This design comes from an exercise in tuning for small area on the open sky130 flow, not from production work. RTL that was checked went through simulation tests only; none was proved equivalent to the original. Power and IR drop assume default switching activity.

==> run a <==
// fir_7_7
module fir_7_7(
    input clk,
    input rst,
    input [7:0] weight_data,
    input [2:0] weight_idx,
    input weight_valid,
    output weight_ready,
    input [7:0] input_data,
    input input_valid,
    output input_ready,
    output [15:0] output_data,
    input output_ready,
    output output_valid
    );
clock: 8.0 ns
lec_check: 0
cap_margin: 20
core_margin: 2
core_utilization: 40
gpl_timing_driven: 0
slew_margin: 20
synth_hierarchical: 1
synth_minimum_keep_size: 0
run.sh (not shown) runs the stock make flow with config.mk's settings and CLKGATE_MAP_FILE= SYNTH_SCRIPT=/design/flow/synth_recipe.tcl, a recipe that flattens the netlist after the stock synthesis.
==> run b (differences from run a) <==
--- a/flow/config.mk
+++ b/flow/config.mk
@@ -9,5 +9,4 @@
 export CORE_MARGIN = 2
 export CORE_UTILIZATION = 40
-export GPL_TIMING_DRIVEN = 0
 export SLEW_MARGIN = 20
 export SYNTH_HIERARCHICAL = 1
==> summary of the runs <==
- Run b finished with timing, DRC and antenna clean. Run a went through all stages and came out clean.
- Sequential power: run a is lower than run b (about 0.9%).
- Between run a and run b, the lower cell count is in run a (gap about 1.3%, measured against run b).
- Area after synthesis is the same in run b and run a.
- In run b the register-to-register slack is better than in run a, by 0.04 ns.
- Between run a and run b, the lower clock-buffer cell count is in run b (gap 7).
==> figures <==
Worst hold slack: run b 0.329 ns; run a 0.338 ns
Result of the run: run b complete, no violations; run a complete, no violations
Fill count: run b 3571; run a 3575
Sum of internal, switching and leakage power: run b 1.67 mW; run a 1.47 mW
Vias per Instance: run b 5.31; run a 5.46
Quantity of gates resized following cts: run b 24; run a 169
Post-CTS setup-driven buffer insertion count: run b 0; run a 40
Layout cell share with drive strength beyond 1: run b 0.161; run a 0.193
Final area over synthesized area: run b 1.157x; run a 1.155x
Final clock period utilization by the worst path: run b 0.972; run a 0.977
Met2 layer wire length in the routed design: run b 23.6 mm; run a 24.4 mm
Switching power share of the total: run b 0.279; run a 0.260
No run of this note included a check of the RTL's function; only the layout flow was run.

==> 12-22 <==
Another version of the RTL of fir_7_7 (not shown whole).
==> flow/config.mk <==
export PLATFORM = sky130hd
export DESIGN_NAME = fir_7_7
export DESIGN_NICKNAME = fir_7_7
export VERILOG_FILES = /design/flow/design.v
export SDC_FILE = /design/flow/constraint.sdc
export NUM_CORES = 4
export LEC_CHECK = 0
export CAP_MARGIN = 20
export CORE_MARGIN = 2
export CORE_UTILIZATION = 40
export CTS_BUF_LIST = sky130_fd_sc_hd__clkbuf_8
export GPL_TIMING_DRIVEN = 0
export SLEW_MARGIN = 20
export SYNTH_HIERARCHICAL = 1
export SYNTH_MINIMUM_KEEP_SIZE = 0
==> flow/constraint.sdc <==
create_clock -name core_clock -period 8.0 [get_ports {clk}]
set_input_delay 1.6000 -clock core_clock [delete_from_list [all_inputs] [get_ports {clk}]]
set_output_delay 1.6000 -clock core_clock [all_outputs]
set_load 0.01 [all_outputs]
standard.sh (not shown) runs the stock make flow with config.mk's settings and CLKGATE_MAP_FILE= SYNTH_SCRIPT=/design/flow/synth_recipe.tcl, a recipe that flattens the netlist after the stock synthesis.
==> flow/flow/run.sh <==
#!/bin/bash
# Layout flow: the standard ORFS flow (standard.sh: the standard
# synthesis and every ORFS step), with these settings changed:
#  - the buffers Yosys/ABC inserted are removed at floorplan
#    (REMOVE_ABC_BUFFERS; global placement is not timing driven, so it
#    would not remove them itself), and timing is then repaired by the
#    usual repair steps after placement, CTS and global routing;
#  - the port buffers buffer_ports inserts are the smallest buffer, buf_1;
#  - clock tree synthesis uses clkbuf_8 and no dummy load cells.
# The output of the whole run is kept in standard_flow.log; ORFS keeps each
# step's own log under orfs/logs/.
set -euo pipefail
cd "$(dirname "$0")/.."
export REMOVE_ABC_BUFFERS=1
export BUFFER_PORTS_ARGS="-buffer_cell sky130_fd_sc_hd__buf_1"
export CTS_ARGS="-sink_clustering_enable -repair_clock_nets -buf_list sky130_fd_sc_hd__clkbuf_8 -dont_use_dummy_load"
bash standard.sh finish > standard_flow.log 2>&1
==> 12-26: changes against 12-22 <==
==> flow/flow/run.sh (replaced) <==
#!/bin/bash
# Layout flow: the standard ORFS flow (standard.sh: the standard
# synthesis and every ORFS step), with two settings changed:
#  - the port buffers buffer_ports inserts are the smallest buffer, buf_1;
#  - clock tree synthesis is run without dummy load cells.
# The output of the whole run is kept in standard_flow.log; ORFS keeps each
# step's own log under orfs/logs/.
set -euo pipefail
cd "$(dirname "$0")/.."
export BUFFER_PORTS_ARGS="-buffer_cell sky130_fd_sc_hd__buf_1"
export CTS_ARGS="-sink_clustering_enable -repair_clock_nets -buf_list sky130_fd_sc_hd__clkbuf_8 -dont_use_dummy_load"
bash standard.sh finish > standard_flow.log 2>&1
Settings changed: GPL_TIMING_DRIVEN 0 to 1.
==> impl_results.md <==
* Run status: timing/DRC/antenna clean
* Placed cell count at 1786
* Non-clock buffer share at 6.450%
* CP Depth at 26
* Post-Route M1 WL at between 20000 and 25000 um
* GR Util All Layers at 31.40%
* Fill cells at 3185
* Sequential cell area share at between 15 and 20%
* Pin count of the biggest net entering global routing at 57
* Number of global-route vias before repair at 12270
* Launch point of the worst path: w0[0]
* Vias per cell at 6.772
* Max transition margin at 33.78%
* FF+latch area at 2623 sq um
* VDD IR-drop max at 0.09799 mV
* Gp weighted congestion at 1.015
* Syn-to-layout area delta at 11.49%
* Met2 GRT Util at 48.65%
* Plain + repair buffers at 150
* Pwr Density at 80.80 nW/um^2
* GR Util met3 at slightly below 9%
* Via count at 12210
# the run above: 12-26

==> impl_results.md <==
* Plain + repair buffers at 52
* FF+latch area at 2658 sq um
* Run status: timing/DRC/antenna clean
* Via count at 11490
* Syn-to-layout area delta at 7.080%
* Pwr Density at 83.33 nW/um^2
* Number of global-route vias before repair at 11800
* Placed cell count at 1680
* Pin count of the biggest net entering global routing at 58
* Fill cells at 3190
* Sequential cell area share at 18.36%
# the run above: 12-22


==> trial 61 <==
Another version of the RTL of fir_7_7 (not shown whole).
Settings: LEC_CHECK=0, CAP_MARGIN=20, CELL_PAD_IN_SITES_DETAIL_PLACEMENT=1, CELL_PAD_IN_SITES_GLOBAL_PLACEMENT=1, CORE_MARGIN=2, CORE_UTILIZATION=40, CTS_BUF_LIST=sky130_fd_sc_hd__clkbuf_8, GPL_TIMING_DRIVEN=0, SLEW_MARGIN=20, SYNTH_HIERARCHICAL=1, SYNTH_MINIMUM_KEEP_SIZE=0; clock period 8.0 ns.
==> flow/flow/run.sh <==
#!/bin/bash
# Layout flow: the standard ORFS flow (standard.sh: the standard
# synthesis and every ORFS step), with these settings changed:
#  - the buffers Yosys/ABC inserted are removed at floorplan
#    (REMOVE_ABC_BUFFERS; global placement is not timing driven, so it
#    would not remove them itself), and timing is then repaired by the
#    usual repair steps after placement, CTS and global routing;
#  - the port buffers buffer_ports inserts are the smallest buffer, buf_1;
#  - clock tree synthesis uses clkbuf_8 and no dummy load cells.
# The output of the whole run is kept in standard_flow.log; ORFS keeps each
# step's own log under orfs/logs/.
set -euo pipefail
cd "$(dirname "$0")/.."
export REMOVE_ABC_BUFFERS=1
export BUFFER_PORTS_ARGS="-buffer_cell sky130_fd_sc_hd__buf_1"
export CTS_ARGS="-sink_clustering_enable -repair_clock_nets -buf_list sky130_fd_sc_hd__clkbuf_8 -dont_use_dummy_load"
bash standard.sh finish > standard_flow.log 2>&1
==> inputs of build 73, as changes to trial 61 <==
--- a/flow/design.v
+++ b/flow/design.v
@@ -62,19 +62,18 @@
         w2 <= wn2;
         w3 <= wn3;
         w4 <= wn4;
         w5 <= wn5;
         w6 <= wn6;
         result <= ({16{r_ld}} & sum) | ({16{r_hd}} & result);
     end
-    wire [8:1] wabn0;
-    add8h u_add0 (wn0, wn1, wabn0);
-    reg [8:1] wabr0;
-    always @(posedge clk) wabr0 <= wabn0;
-    wire [8:0] wab0 = {wabr0, w0[0] ^ w1[0]};
+    wire [8:0] wabn0;
+    add8 u_add0 (wn0, wn1, wabn0);
+    reg [8:0] wab0;
+    always @(posedge clk) wab0 <= wabn0;
     wire sa0_0 = x0[0] & ~x1[0];
     wire sb0_0 = ~x0[0] & x1[0];
     wire sab0_0 = x0[0] & x1[0];
     wire pp0_0_0;
     sel3 u_pp0_0_0 (sa0_0, sb0_0, sab0_0, w0[0], w1[0], wab0[0], pp0_0_0);
     wire pp0_0_1;
     sel3 u_pp0_0_1 (sa0_0, sb0_0, sab0_0, w0[1], w1[1], wab0[1], pp0_0_1);
@@ -227,19 +226,18 @@
     wire pp0_7_5;
     sel3 u_pp0_7_5 (sa0_7, sb0_7, sab0_7, w0[5], w1[5], wab0[5], pp0_7_5);
     wire pp0_7_6;
     sel3 u_pp0_7_6 (sa0_7, sb0_7, sab0_7, w0[6], w1[6], wab0[6], pp0_7_6);
     wire pp0_7_7;
     sel3 u_pp0_7_7 (sa0_7, sb0_7, sab0_7, w0[7], w1[7], wab0[7], pp0_7_7);
     wire pp0_7_8 = ~(sab0_7 & wab0[8]);
-    wire [8:1] wabn1;
-    add8h u_add1 (wn2, wn3, wabn1);
-    reg [8:1] wabr1;
-    always @(posedge clk) wabr1 <= wabn1;
-    wire [8:0] wab1 = {wabr1, w2[0] ^ w3[0]};
+    wire [8:0] wabn1;
+    add8 u_add1 (wn2, wn3, wabn1);
+    reg [8:0] wab1;
+    always @(posedge clk) wab1 <= wabn1;
     wire sa1_0 = x2[0] & ~x3[0];
     wire sb1_0 = ~x2[0] & x3[0];
     wire sab1_0 = x2[0] & x3[0];
     wire pp1_0_0;
     sel3 u_pp1_0_0 (sa1_0, sb1_0, sab1_0, w2[0], w3[0], wab1[0], pp1_0_0);
     wire pp1_0_1;
     sel3 u_pp1_0_1 (sa1_0, sb1_0, sab1_0, w2[1], w3[1], wab1[1], pp1_0_1);
@@ -392,19 +390,18 @@
     wire pp1_7_5;
     sel3 u_pp1_7_5 (sa1_7, sb1_7, sab1_7, w2[5], w3[5], wab1[5], pp1_7_5);
     wire pp1_7_6;
     sel3 u_pp1_7_6 (sa1_7, sb1_7, sab1_7, w2[6], w3[6], wab1[6], pp1_7_6);
     wire pp1_7_7;
     sel3 u_pp1_7_7 (sa1_7, sb1_7, sab1_7, w2[7], w3[7], wab1[7], pp1_7_7);
     wire pp1_7_8 = ~(sab1_7 & wab1[8]);
-    wire [8:1] wabn2;
-    add8h u_add2 (wn4, wn5, wabn2);
-    reg [8:1] wabr2;
-    always @(posedge clk) wabr2 <= wabn2;
-    wire [8:0] wab2 = {wabr2, w4[0] ^ w5[0]};
+    wire [8:0] wabn2;
+    add8 u_add2 (wn4, wn5, wabn2);
+    reg [8:0] wab2;
+    always @(posedge clk) wab2 <= wabn2;
     wire sa2_0 = x4[0] & ~x5[0];
     wire sb2_0 = ~x4[0] & x5[0];
     wire sab2_0 = x4[0] & x5[0];
     wire pp2_0_0;
     sel3 u_pp2_0_0 (sa2_0, sb2_0, sab2_0, w4[0], w5[0], wab2[0], pp2_0_0);
     wire pp2_0_1;
     sel3 u_pp2_0_1 (sa2_0, sb2_0, sab2_0, w4[1], w5[1], wab2[1], pp2_0_1);
@@ -623,28 +620,26 @@
     wire pn6_7_3 = ~(x6[7] & w6[3]);
     wire pn6_7_4 = ~(x6[7] & w6[4]);
     wire pn6_7_5 = ~(x6[7] & w6[5]);
     wire pn6_7_6 = ~(x6[7] & w6[6]);
     wire pn6_7_7 = ~(x6[7] & w6[7]);
     wire s1, c2;
     fa u_s1 (pn6_0_0, pp0_0_0, pp1_0_0, s1, c2);
-    wire s3, c4;
-    xnor2m u_s3 (pp2_0_0, s1, s3);
-    or2m u_c4 (pp2_0_0, s1, c4);
+    wire s3 = ~(pp2_0_0 ^ s1);
+    wire c4 = pp2_0_0 | s1;
     wire s5, c6;
     fa u_s5 (pn6_0_1, pn6_1_0, pp0_0_1, s5, c6);
     wire s7, c8;
     fa u_s7 (pp0_1_0, pp1_0_1, pp1_1_0, s7, c8);
     wire s9, c10;
     fa u_s9 (pp2_0_1, pp2_1_0, c2, s9, c10);
     wire s11, c12;
     fa u_s11 (s5, s7, c4, s11, c12);
-    wire s13, c14;
-    xnor2m u_s13 (s9, s11, s13);
-    or2m u_c14 (s9, s11, c14);
+    wire s13 = ~(s9 ^ s11);
+    wire c14 = s9 | s11;
     wire s15, c16;
     fa u_s15 (pn6_0_2, pn6_1_1, pn6_2_0, s15, c16);
     wire s17, c18;
     fa u_s17 (s15, pp0_0_2, pp0_1_1, s17, c18);
     wire s19, c20;
     fa u_s19 (pp0_2_0, pp1_0_2, pp1_1_1, s19, c20);
     wire s21, c22;
@@ -675,17 +670,16 @@
     fa u_s45 (c22, s35, s37, s45, c46);
     wire s47, c48;
     fa u_s47 (s39, s41, c24, s47, c48);
     wire s49, c50;
     fa u_s49 (c26, s43, s45, s49, c50);
     wire s51, c52;
     fa u_s51 (s47, c28, s49, s51, c52);
-    wire s53, c54;
-    xnor2m u_s53 (c30, s51, s53);
-    or2m u_c54 (c30, s51, c54);
+    wire s53 = ~(c30 ^ s51);
+    wire c54 = c30 | s51;
     wire s55, c56;
     fa u_s55 (pn6_0_4, pn6_1_3, pn6_2_2, s55, c56);
     wire s57, c58;
     fa u_s57 (pn6_3_1, pn6_4_0, c32, s57, c58);
     wire s59, c60;
     fa u_s59 (s55, pp0_0_4, pp0_1_3, s59, c60);
     wire s61, c62;
@@ -708,17 +702,16 @@
     fa u_s77 (s69, c44, c46, s77, c78);
     wire s79, c80;
     fa u_s79 (s71, c48, s73, s79, c80);
     wire s81, c82;
     fa u_s81 (s75, s77, c50, s81, c82);
     wire s83, c84;
     fa u_s83 (s79, c52, s81, s83, c84);
-    wire s85, c86;
-    xnor2m u_s85 (c54, s83, s85);
-    or2m u_c86 (c54, s83, c86);
+    wire s85 = ~(c54 ^ s83);
+    wire c86 = c54 | s83;
     wire s87, c88;
     fa u_s87 (pn6_0_5, pn6_1_4, pn6_2_3, s87, c88);
     wire s89, c90;
     fa u_s89 (pn6_3_2, pn6_4_1, pn6_5_0, s89, c90);
     wire s91, c92;
     fa u_s91 (c56, s87, s89, s91, c92);
     wire s93, c94;
@@ -749,17 +742,16 @@
     fa u_s117 (s107, s109, s111, s117, c118);
     wire s119, c120;
     fa u_s119 (s113, c78, c80, s119, c120);
     wire s121, c122;
     fa u_s121 (s115, s117, c82, s121, c122);
     wire s123, c124;
     fa u_s123 (s119, s121, c84, s123, c124);
-    wire s125, c126;
-    xnor2m u_s125 (c86, s123, s125);
-    or2m u_c126 (c86, s123, c126);
+    wire s125 = ~(c86 ^ s123);
+    wire c126 = c86 | s123;
     wire s127, c128;
     fa u_s127 (pn6_0_6, pn6_1_5, pn6_2_4, s127, c128);
     wire s129, c130;
     fa u_s129 (pn6_3_3, pn6_4_2, pn6_5_1, s129, c130);
     wire s131, c132;
     fa u_s131 (pn6_6_0, c88, c90, s131, c132);
     wire s133, c134;
@@ -798,17 +790,16 @@
     fa u_s165 (c114, c116, s159, s165, c166);
     wire s167, c168;
     fa u_s167 (c118, s161, s163, s167, c168);
     wire s169, c170;
     fa u_s169 (c120, s165, s167, s169, c170);
     wire s171, c172;
     fa u_s171 (c122, s169, c124, s171, c172);
-    wire s173, c174;
-    xnor2m u_s173 (c126, s171, s173);
-    or2m u_c174 (c126, s171, c174);
+    wire s173 = ~(c126 ^ s171);
+    wire c174 = c126 | s171;
     wire s175, c176;
     fa u_s175 (pn6_0_7, pn6_1_6, pn6_2_5, s175, c176);
     wire s177, c178;
     fa u_s177 (pn6_3_4, pn6_4_3, pn6_5_2, s177, c178);
     wire s179, c180;
     fa u_s179 (pn6_6_1, pn6_7_0, c128, s179, c180);
     wire s181, c182;
@@ -855,17 +846,16 @@
     fa u_s221 (s213, c164, s215, s221, c222);
     wire s223, c224;
     fa u_s223 (s217, c166, s219, s223, c224);
     wire s225, c226;
     fa u_s225 (c168, s221, s223, s225, c226);
     wire s227, c228;
     fa u_s227 (c170, s225, c172, s227, c228);
-    wire s229, c230;
-    xnor2m u_s229 (c174, s227, s229);
-    or2m u_c230 (c174, s227, c230);
+    wire s229 = ~(c174 ^ s227);
+    wire c230 = c174 | s227;
     wire s231, c232;
     fa u_s231 (pn6_1_7, pn6_2_6, pn6_3_5, s231, c232);
     wire s233, c234;
     fa u_s233 (pn6_4_4, pn6_5_3, pn6_6_2, s233, c234);
     wire s235, c236;
     fa u_s235 (pn6_7_1, c176, c178, s235, c236);
     wire s237, c238;
@@ -1156,35 +1146,22 @@
     assign sum[14:8] = hi[6:0];
     assign sum[15] = hi[7] ^ ~pp0_7_8 ^ ~pp1_7_8 ^ ~pp2_7_8 ^ ~c494 ^ ~c496 ^ ~c498 ^ ~c500 ^ ~c502 ^ ~c504 ^ ~c506 ^ ~c508 ^ ~c510;
 endmodule
 module fa(input a, input b, input c, output s, output co);
     assign s = a ^ b ^ c;
     assign co = (a & b) | (a & c) | (b & c);
 endmodule
-module xnor2m(input a, input b, output y);
-    assign y = ~(a ^ b);
-endmodule
-module or2m(input a, input b, output y);
-    assign y = a | b;
-endmodule
 module sel3(input sa, input sb, input sab, input a, input b, input ab, output y);
     assign y = ~((sa & a) | (sb & b) | (sab & ab));
 endmodule
-module add8h(input [7:0] a, input [7:0] b, output [8:1] s);
-    wire [7:1] c;
-    assign c[1] = a[0] & b[0];
-    genvar i;
-    generate for (i = 1; i < 7; i = i + 1) begin : rc
-        fa u_fa (a[i], b[i], c[i], s[i], c[i + 1]);
-    end endgenerate
-    fa u_fa7 (a[7], b[7], c[7], s[7], s[8]);
-endmodule
 module add8(input [7:0] a, input [7:0] b, output [8:0] s);
-    wire [7:1] c;
-    assign s[0] = a[0] ^ b[0];
-    assign c[1] = a[0] & b[0];
+    wire [7:0] g = a & b;
+    wire [7:0] p = a ^ b;
+    wire [8:0] c;
+    assign c[0] = 1'b0;
+    assign c[1] = g[0];
     genvar i;
-    generate for (i = 1; i < 7; i = i + 1) begin : rc
-        fa u_fa (a[i], b[i], c[i], s[i], c[i + 1]);
+    generate for (i = 1; i < 8; i = i + 1) begin : rc
+        assign c[i + 1] = g[i] | (p[i] & c[i]);
     end endgenerate
-    fa u_fa7 (a[7], b[7], c[7], s[7], s[8]);
+    assign s = {c[8], p ^ c[7:0]};
 endmodule
==> inputs of trial 98, as changes to trial 61 <==
--- a/flow/design.v
+++ b/flow/design.v
@@ -62,19 +62,18 @@
         w2 <= wn2;
         w3 <= wn3;
         w4 <= wn4;
         w5 <= wn5;
         w6 <= wn6;
         result <= ({16{r_ld}} & sum) | ({16{r_hd}} & result);
     end
-    wire [8:1] wabn0;
-    add8h u_add0 (wn0, wn1, wabn0);
-    reg [8:1] wabr0;
-    always @(posedge clk) wabr0 <= wabn0;
-    wire [8:0] wab0 = {wabr0, w0[0] ^ w1[0]};
+    wire [8:0] wabn0;
+    add8 u_add0 (wn0, wn1, wabn0);
+    reg [8:0] wab0;
+    always @(posedge clk) wab0 <= wabn0;
     wire sa0_0 = x0[0] & ~x1[0];
     wire sb0_0 = ~x0[0] & x1[0];
     wire sab0_0 = x0[0] & x1[0];
     wire pp0_0_0;
     sel3 u_pp0_0_0 (sa0_0, sb0_0, sab0_0, w0[0], w1[0], wab0[0], pp0_0_0);
     wire pp0_0_1;
     sel3 u_pp0_0_1 (sa0_0, sb0_0, sab0_0, w0[1], w1[1], wab0[1], pp0_0_1);
@@ -227,19 +226,18 @@
     wire pp0_7_5;
     sel3 u_pp0_7_5 (sa0_7, sb0_7, sab0_7, w0[5], w1[5], wab0[5], pp0_7_5);
     wire pp0_7_6;
     sel3 u_pp0_7_6 (sa0_7, sb0_7, sab0_7, w0[6], w1[6], wab0[6], pp0_7_6);
     wire pp0_7_7;
     sel3 u_pp0_7_7 (sa0_7, sb0_7, sab0_7, w0[7], w1[7], wab0[7], pp0_7_7);
     wire pp0_7_8 = ~(sab0_7 & wab0[8]);
-    wire [8:1] wabn1;
-    add8h u_add1 (wn2, wn3, wabn1);
-    reg [8:1] wabr1;
-    always @(posedge clk) wabr1 <= wabn1;
-    wire [8:0] wab1 = {wabr1, w2[0] ^ w3[0]};
+    wire [8:0] wabn1;
+    add8 u_add1 (wn2, wn3, wabn1);
+    reg [8:0] wab1;
+    always @(posedge clk) wab1 <= wabn1;
     wire sa1_0 = x2[0] & ~x3[0];
     wire sb1_0 = ~x2[0] & x3[0];
     wire sab1_0 = x2[0] & x3[0];
     wire pp1_0_0;
     sel3 u_pp1_0_0 (sa1_0, sb1_0, sab1_0, w2[0], w3[0], wab1[0], pp1_0_0);
     wire pp1_0_1;
     sel3 u_pp1_0_1 (sa1_0, sb1_0, sab1_0, w2[1], w3[1], wab1[1], pp1_0_1);
@@ -392,19 +390,18 @@
     wire pp1_7_5;
     sel3 u_pp1_7_5 (sa1_7, sb1_7, sab1_7, w2[5], w3[5], wab1[5], pp1_7_5);
     wire pp1_7_6;
     sel3 u_pp1_7_6 (sa1_7, sb1_7, sab1_7, w2[6], w3[6], wab1[6], pp1_7_6);
     wire pp1_7_7;
     sel3 u_pp1_7_7 (sa1_7, sb1_7, sab1_7, w2[7], w3[7], wab1[7], pp1_7_7);
     wire pp1_7_8 = ~(sab1_7 & wab1[8]);
-    wire [8:1] wabn2;
-    add8h u_add2 (wn4, wn5, wabn2);
-    reg [8:1] wabr2;
-    always @(posedge clk) wabr2 <= wabn2;
-    wire [8:0] wab2 = {wabr2, w4[0] ^ w5[0]};
+    wire [8:0] wabn2;
+    add8 u_add2 (wn4, wn5, wabn2);
+    reg [8:0] wab2;
+    always @(posedge clk) wab2 <= wabn2;
     wire sa2_0 = x4[0] & ~x5[0];
     wire sb2_0 = ~x4[0] & x5[0];
     wire sab2_0 = x4[0] & x5[0];
     wire pp2_0_0;
     sel3 u_pp2_0_0 (sa2_0, sb2_0, sab2_0, w4[0], w5[0], wab2[0], pp2_0_0);
     wire pp2_0_1;
     sel3 u_pp2_0_1 (sa2_0, sb2_0, sab2_0, w4[1], w5[1], wab2[1], pp2_0_1);
@@ -1165,23 +1162,14 @@
 endmodule
 module or2m(input a, input b, output y);
     assign y = a | b;
 endmodule
 module sel3(input sa, input sb, input sab, input a, input b, input ab, output y);
     assign y = ~((sa & a) | (sb & b) | (sab & ab));
 endmodule
-module add8h(input [7:0] a, input [7:0] b, output [8:1] s);
-    wire [7:1] c;
-    assign c[1] = a[0] & b[0];
-    genvar i;
-    generate for (i = 1; i < 7; i = i + 1) begin : rc
-        fa u_fa (a[i], b[i], c[i], s[i], c[i + 1]);
-    end endgenerate
-    fa u_fa7 (a[7], b[7], c[7], s[7], s[8]);
-endmodule
 module add8(input [7:0] a, input [7:0] b, output [8:0] s);
     wire [7:1] c;
     assign s[0] = a[0] ^ b[0];
     assign c[1] = a[0] & b[0];
     genvar i;
     generate for (i = 1; i < 7; i = i + 1) begin : rc
         fa u_fa (a[i], b[i], c[i], s[i], c[i + 1]);
==> summary.txt <==
Clocking
  – Clk slew on worst S/H paths: 0.07 ns

Outcome
  – Status: timing/DRC/antenna clean

Final layout
  – Seq Cell Count: 155
  – Finished Cell Area: 0.0143 sq mm
  – Fraction of area in non-clock buffers: 0.0153
  – Multi-input gates: 970

Worst setup path
  – Worst path required time: 8.41 ns
  – Max stage delay cell, worst path: xor2_1
  – Reg2reg path depth: 22

Pwr
  – Static Leakage: 0.00318 uW
  – Power density over the cells: 94.2 mW/mm^2

STA
  – Period utilization: 0.943
  – Layout Skew: 0.0435 ns

Synth
  – Top cell type's share of synthesized area: 0.401
  – #FFs+latches synth: 155
  – Synth area leaders: fa_1 40%, dfxtp_1 23%, a222oi_1 14%

Place
  – Detailed placer's ending HPWL: 39,000 microns
  – GPL Wtd Cong: 0.889

Routing
  – First-pass DRT Iterations: 13
the above is filed under trial 61

==> summary.txt <==
Final layout
  – Finished Cell Area: 0.0145 sq mm
  – Multi-input gates: 960
  – Seq Cell Count: 158
  – Fraction of area in non-clock buffers: 0.0151

Synth
  – Top cell type's share of synthesized area: 0.396
  – #FFs+latches synth: 158

Worst setup path
  – Reg2reg path depth: 26
  – Worst path required time: 8.42 ns

Routing
  – First-pass DRT Iterations: 14

Clocking
  – Clk slew on worst S/H paths: 0.07 ns

STA
  – Layout Skew: 0.0313 ns
  – Period utilization: 0.911

Pwr
  – Power density over the cells: 95.7 mW/mm^2
  – Static Leakage: 0.00339 uW

Outcome
  – Status: timing/DRC/antenna clean

Place
  – Detailed placer's ending HPWL: 39,400 microns
the above is filed under build 73

==> summary.txt <==
Synth
  – Synth area leaders: fa_1 40%, dfxtp_1 23%, a222oi_1 14%
  – Async set or reset register ratio after synthesis: 0
  – Yosys cell types: 35
  – Synth Area in Simple Gates: 0.115
  – #FFs+latches synth: 158
  – Top cell type's share of synthesized area: 0.400

Worst setup path
  – Reg2reg path depth: 21

Final layout
  – Fraction of area in registers: 0.220
  – Finished Cell Area: 0.0144 sq mm
  – Fraction of area in non-clock buffers: 0.0153
  – Multi-input gates: 967
  – Seq Cell Count: 158

Place
  – GPL Wtd Cong: 0.946
  – Detailed placer's ending HPWL: 39,200 microns

Routing
  – First-pass DRT Iterations: 14

STA
  – Period utilization: 0.907

Outcome
  – Status: timing/DRC/antenna clean

Pwr
  – Static Leakage: 0.00320 uW

Clocking
  – Hold bufs inserted after CTS: 0
  – Clk slew on worst S/H paths: 0.08 ns
the above is filed under trial 98

The RTL of build 73 was laid out without a check of its function.

## re-timing with driven ports
In the flow no input, the clock included, has a driving cell. The finished layouts below were timed again as built, in two steps.
Step 1, drivers: a clkbuf_16 drives clk and a buf_2 each remaining input, both assumed.
Step 2 moves the port delays by t, midway between the first and last clock arrival at a register: inputs arrive t later, outputs are due t later. That takes back most of the time a late clock gives input paths.
Three values: ideal, step 1, step 2; two values: the first two.
| run | shift t [ns] | slack for setup (ns) | worst hold slack (ns) | cell pins on the clock port's net |
|---|---|---|---|---|
| run a | 0.498 | 0.180 / 0.180 / 0.180 | 0.338 / 0.338 / 0.338 | 1 |
| run b | 0.496 | 0.221 / 0.221 / 0.221 | 0.329 / 0.329 / 0.329 | 1 |
| 12-22 | 0.528 | 0.188 / 0.188 / 0.188 | 0.327 / 0.327 / 0.327 | 1 |
| 12-26 | 0.532 | 0.338 / 0.338 / 0.338 | 0.326 / 0.326 / 0.326 | 1 |
| trial 61 | 0.539 | 0.457 / 0.457 / 0.457 | 0.329 / 0.329 / 0.329 | 1 |
| build 73 | 0.540 | 0.712 / 0.712 / 0.712 | 0.332 / 0.332 / 0.332 | 1 |
| trial 98 | 0.547 | 0.748 / 0.748 / 0.748 | 0.330 / 0.330 / 0.330 | 1 |
After both steps every run listed still meets setup and hold.
